From an optimization exercise on the open Yosys and OpenROAD flow, aimed at small area; shortcuts taken in it are not production practice. Where RTL was checked, it was by simulation tests only, not by an equivalence proof against the original. No driver is modelled on the clock port, so clocking that relies on it looks cheaper here than on a real chip. Power figures rest on the tool's default switching activity, not on a simulated workload.

==> flow/design.v (excerpt) <==
module uart_fifo (
    input clk,
    input reset,
    output tx,
    input tx_en,
    input [7:0] tx_data,
    output tx_full,
    input rx,
    input rx_en,
    output [7:0] rx_data,
    output rx_empty
);
    wire       br_tick, br_tick_d;
    wire       tx_start, tx_done, tx_bit, rx_done;
    wire [2:0] tx_bitsel;
    wire [7:0] rx_byte;
    baud_gen U_BAUD (
        .clk(clk), .reset(reset), .tick(br_tick), .tick_d(br_tick_d)
    );
    tx_fifo U_TX_FIFO (
        .clk(clk), .reset(reset),
        .push(tx_en), .wdata(tx_data), .full(tx_full),
        .pop(tx_done), .started(tx_start),
        .bitsel(tx_bitsel), .bit_out(tx_bit)
    );
    transmitter U_TX (
        .clk(clk), .reset(reset), .tick(br_tick), .tick_d(br_tick_d),
        .started(tx_start), .bit_in(tx_bit), .bitsel(tx_bitsel),
        .tx(tx), .done(tx_done)
    );
    receiver U_RX (
        .clk(clk), .reset(reset), .tick(br_tick), .rx(rx),
        .data(rx_byte), .done(rx_done)
    );
    rx_fifo U_RX_FIFO (
        .clk(clk), .reset(reset),
        .push(rx_done), .wdata(rx_byte),
        .pop(rx_en), .empty(rx_empty), .rdata(rx_data)
    );
endmodule
Size: about 170 flip-flops.
==> module receiver, before the edit <==
module receiver (
    input        clk,
    input        reset,
    input        tick,
    input        rx,
    output [7:0] data,
    output       done
);
    reg [7:0] c;
    reg [7:0] sr;
    wire idle   = ~(c[7] | c[6]);
    wire sample = tick & (&c[3:0]) & ((c[7] & ~(&c[6:4])) | (~c[7] & (&c[6:4])));
    wire go     = idle & ~rx;
    wire [7:0] carry;
    assign carry[0] = tick & ~idle;
    genvar i;
    generate
        for (i = 1; i < 8; i = i + 1) begin : g_carry
            assign carry[i] = carry[i-1] & c[i-1];
        end
    endgenerate
    wire [7:0] flip = carry | {1'b0, go, go, 1'b0, go, 2'b00, idle & (rx ^ c[0])};
    assign data = sr;
    assign done = idle & ~c[0];
    always @(posedge clk, posedge reset) begin
        if (reset) c <= 8'd1;
        else c <= c ^ flip;
    end
    always @(posedge clk) begin
        if (sample) sr <= {rx, sr[7:1]};
    end
endmodule
export LEC_CHECK = 0
export CAP_MARGIN = 20
export CORE_MARGIN = 2
export CORE_UTILIZATION = 70
export PLACE_DENSITY = 0.8
export SLEW_MARGIN = 20
create_clock -name core_clock -period 10.0 [get_ports {clk}]
standard.sh (not shown) runs the stock make flow with config.mk's settings and CLKGATE_MAP_FILE= SYNTH_SCRIPT=/design/flow/synth_recipe.tcl, a recipe that flattens the netlist after the stock synthesis.
==> flow/flow/run.sh <==
#!/bin/bash
# The standard layout (standard.sh, unchanged synthesis), with these changes:
#  - the ports get the smallest buffer (buf_1);
#  - the clock tree is built by flow/pre_cts.tcl instead of TritonCTS (which
#    is then given no net to work on): the flip-flops are split by recursive
#    bisection of their placement into groups of at most 11, each driven by a
#    clkbuf_4 at its centroid, all driven by one clkbuf_16 fed by the clock port;
#  - after that, flow/post_cts.tcl gives each logic cell the smallest drive of
#    its kind that keeps timing, makes each clock buffer as small as a 110 ps
#    flip-flop clock-pin slew target (on placement parasitics) allows, and then
#    runs CTS's usual timing repair.
# Each tool's output is in the ORFS logs under orfs/logs; make's in standard.log.
set -euo pipefail
F=$(cd "$(dirname "$0")" && pwd)
export PRE_CTS_TCL=$F/pre_cts.tcl
export CTS_ARGS="-clk_nets clk -dont_use_dummy_load -buf_list sky130_fd_sc_hd__clkbuf_8"
export BUFFER_PORTS_ARGS="-buffer_cell sky130_fd_sc_hd__buf_1"
export SKIP_CTS_REPAIR_TIMING=1
export POST_CTS_TCL=$F/post_cts.tcl
bash standard.sh finish > standard.log 2>&1
Other scripts of this flow, unchanged in this note and not shown: flow/flow/post_cts.tcl, flow/flow/pre_cts.tcl
Rerun with:
--- a/flow/design.v
+++ b/flow/design.v
@@ -60,29 +60,27 @@
     input        rx,
     output [7:0] data,
     output       done
 );
     reg [7:0] c;
     reg [7:0] sr;
-    wire idle   = ~(c[7] | c[6]);
-    wire sample = tick & (&c[3:0]) & ((c[7] & ~(&c[6:4])) | (~c[7] & (&c[6:4])));
-    wire go     = idle & ~rx;
-    wire [7:0] carry;
-    assign carry[0] = tick & ~idle;
-    genvar i;
-    generate
-        for (i = 1; i < 8; i = i + 1) begin : g_carry
-            assign carry[i] = carry[i-1] & c[i-1];
-        end
-    endgenerate
-    wire [7:0] flip = carry | {1'b0, go, go, 1'b0, go, 2'b00, idle & (rx ^ c[0])};
+    wire idle   = c[7] & c[5];
+    wire sample = tick & ~idle & (c[7:4] != 4'd0) & ~(c[7] & c[4]) & (&c[3:0]);
     assign data = sr;
     assign done = idle & ~c[0];
     always @(posedge clk, posedge reset) begin
-        if (reset) c <= 8'd1;
-        else c <= c ^ flip;
+        if (reset) begin
+            c <= 8'b1010_0001;
+        end else begin
+            if (idle) begin
+                if (!rx) c <= 8'b0000_1000;
+                else c <= 8'b1010_0001;
+            end else if (tick) begin
+                c <= c + 8'd1;
+            end
+        end
     end
     always @(posedge clk) begin
         if (sample) sr <= {rx, sr[7:1]};
     end
 endmodule
 `timescale 1ns / 1ps
Result:
- The changed run finished with timing, DRC and antenna clean
- area after synthesis grows by about 2.3%
- sequential power grows by about 0.6%
- via count grows by about 6%
- cell area grows by about 1.4%
- routed wire length grows by about 10%
- sequential share of layout area shrinks by 1.1 points
For the first run of this note, only the layout was checked, not whether the RTL still works.

---

== v6 ==
uart_fifo, a different RTL version from the one above (not shown whole).
Size: about 310 cells after synthesis, ~170 flip-flops, ~24 I/O pins, about 0.0060 mm² of cells after synthesis.
Design uart_fifo, start of the top module:
module uart_fifo (
    input clk,
    input reset,
    output tx,
    input tx_en,
    input [7:0] tx_data,
    output tx_full,
    input rx,
    input rx_en,
    output [7:0] rx_data,
    output rx_empty
);
==> module rx_fifo, before the edit <==
module rx_fifo (
    input        clk,
    input        reset,
    input        push,
    input  [7:0] wdata,
    input        pop,
    output       empty,
    output [7:0] rdata
);
    reg  [3:0] n;
    reg [63:0] mem;
    wire full    = n[3];
    wire do_push = push & ~full;
    wire do_pop  = pop & (n != 4'd0);
    assign empty = (n == 4'd0);
    assign rdata = mem[7:0];
    wire up = do_push & ~do_pop;
    wire dn = do_pop & ~do_push;
    wire [3:0] ones, zeros;
    assign ones[0] = up;
    assign zeros[0] = dn;
    genvar i;
    generate
        for (i = 1; i < 4; i = i + 1) begin : g_cnt
            assign ones[i]  = ones[i-1] & n[i-1];
            assign zeros[i] = zeros[i-1] & ~n[i-1];
        end
    endgenerate
    always @(posedge clk, posedge reset) begin
        if (reset) n <= 0;
        else n <= n ^ (ones | zeros);
    end
    wire [71:0] m_in = {wdata, mem};
    generate
        for (i = 0; i < 8; i = i + 1) begin : g_slot
            always @(posedge clk) begin
                if (do_pop || n <= i) mem[8*i +: 8] <= m_in[8*(i+1) +: 8];
            end
        end
    endgenerate
endmodule
Settings: LEC_CHECK=0, CAP_MARGIN=20, CORE_MARGIN=2, CORE_UTILIZATION=70, PLACE_DENSITY=0.8, SLEW_MARGIN=20; clock period 10.0 ns.
==> flow/flow/run.sh <==
#!/bin/bash
# The standard layout (standard.sh, unchanged synthesis), with these changes:
#  - at the end of floorplan, flow/post_floorplan.tcl re-maps the synthesized
#    logic for area with OpenROAD's restructure (registers untouched);
#  - the ports get the smallest buffer (buf_1);
#  - the clock tree is built by flow/pre_cts.tcl instead of TritonCTS (which
#    is then given no net to work on): the flip-flops are split by recursive
#    bisection of their placement into groups of at most 11, each driven by a
#    clkbuf_4 at its centroid, all driven by one clkbuf_16 fed by the clock port;
#  - after that, flow/post_cts.tcl gives each logic cell the smallest drive of
#    its kind that keeps timing, makes each clock buffer as small as a 110 ps
#    flip-flop clock-pin slew target (on placement parasitics) allows, and then
#    runs CTS's usual timing repair.
# Each tool's output is in the ORFS logs under orfs/logs; make's in standard.log.
set -euo pipefail
F=$(cd "$(dirname "$0")" && pwd)
export POST_FLOORPLAN_TCL=$F/post_floorplan.tcl
export PRE_CTS_TCL=$F/pre_cts.tcl
export CTS_ARGS="-clk_nets clk -dont_use_dummy_load -buf_list sky130_fd_sc_hd__clkbuf_8"
export BUFFER_PORTS_ARGS="-buffer_cell sky130_fd_sc_hd__buf_1"
export SKIP_CTS_REPAIR_TIMING=1
export POST_CTS_TCL=$F/post_cts.tcl
bash standard.sh finish > standard.log 2>&1
Other scripts of this flow, unchanged in this note and not shown: flow/flow/filter_lib.py, flow/flow/post_cts.tcl, flow/flow/post_floorplan.tcl, flow/flow/pre_cts.tcl
Every stage of the flow completed for v6, and the final layout passed the timing, DRC and antenna checks.
> inputs changed (v6 -> v7)
diff --git a/flow/design.v b/flow/design.v
--- a/flow/design.v
+++ b/flow/design.v
@@ -134,34 +134,40 @@
     output       empty,
     output [7:0] rdata
 );
-    reg  [3:0] n;
+    reg        e;
+    reg  [2:0] t;
     reg [63:0] mem;
-    wire full    = n[3];
+    wire full    = ~e & (&t);
     wire do_push = push & ~full;
-    wire do_pop  = pop & (n != 4'd0);
-    assign empty = (n == 4'd0);
+    wire do_pop  = pop & ~e;
+    assign empty = e;
     assign rdata = mem[7:0];
-    wire up = do_push & ~do_pop;
-    wire dn = do_pop & ~do_push;
-    wire [3:0] ones, zeros;
+    wire up = do_push & ~do_pop & ~e;
+    wire dn = do_pop & ~do_push & (t != 3'd0);
+    wire [2:0] ones, zeros;
     assign ones[0] = up;
     assign zeros[0] = dn;
     genvar i;
     generate
-        for (i = 1; i < 4; i = i + 1) begin : g_cnt
-            assign ones[i]  = ones[i-1] & n[i-1];
-            assign zeros[i] = zeros[i-1] & ~n[i-1];
-        end
-    endgenerate
-    always @(posedge clk, posedge reset) begin
-        if (reset) n <= 0;
-        else n <= n ^ (ones | zeros);
+        for (i = 1; i < 3; i = i + 1) begin : g_cnt
+            assign ones[i]  = ones[i-1] & t[i-1];
+            assign zeros[i] = zeros[i-1] & ~t[i-1];
+        end
+    endgenerate
+    always @(posedge clk, posedge reset) begin
+        if (reset) begin
+            e <= 1'b1;
+            t <= 3'd0;
+        end else begin
+            t <= t ^ (ones | zeros);
+            if (e ? do_push : (do_pop & ~do_push & (t == 3'd0))) e <= ~e;
+        end
     end
     wire [71:0] m_in = {wdata, mem};
     generate
         for (i = 0; i < 8; i = i + 1) begin : g_slot
             always @(posedge clk) begin
-                if (do_pop || n <= i) mem[8*i +: 8] <= m_in[8*(i+1) +: 8];
+                if (do_pop || e || t < i) mem[8*i +: 8] <= m_in[8*(i+1) +: 8];
             end
         end
     endgenerate
Results
- The netlist area before placement of v7 was inferior to that of v6.
- U_TX.c[5] as the startpoint of the worst setup timing path was reported by v6, and U_BAUD.d[2] by v7.
- Compared with v6, in v7 routed wire length grew by about 3.3%; sum of met3 wire segment lengths after detailed routing went up by 24%; power of the sequential group increased about 2.4%; core outline area now larger.
- v7 ended up with flip-flop to flip-flop as its critical path class; v6 ended up with flip-flop to output port.
- In terms of flip-flop and latch share of the layout cell area, v7 and v6 differ only marginally.
The RTL of v7 was laid out without a check of its function.

==> afterwards: timing with drivers on the ports <==
How much do the figures lean on ideal ports? The routed layouts below were timed once more, with nothing changed but the port constraints. Step 1 sets driving cells, clkbuf_16 on the clock port and buf_2 on the other inputs (assumed; they add their load-dependent delay and slew). Step 2, shift: input delay + t, output delay - t, t = (earliest + latest rising clock arrival at the registers) / 2. This alone moves slack from input paths to output paths. a / b / c = ideal ports / drivers / drivers and shift; a / b = the first two.
run | shift t [ns] | slack for setup (ns) | worst register clock-pin slew, ns | cell pins on the clock port's net
the first run of note 1 | 0.396 | 6.118 / 6.084 / 6.479 | 0.11 / 0.11 | 1
the second run of note 1 | 0.395 | 6.173 / 6.137 / 6.480 | 0.11 / 0.11 | 1
v6 | 0.397 | 6.262 / 6.227 / 6.625 | 0.11 / 0.11 | 1
v7 | 0.397 | 6.029 / 6.029 / 6.029 | 0.11 / 0.11 | 1
After both steps setup and hold are still met in every run listed.
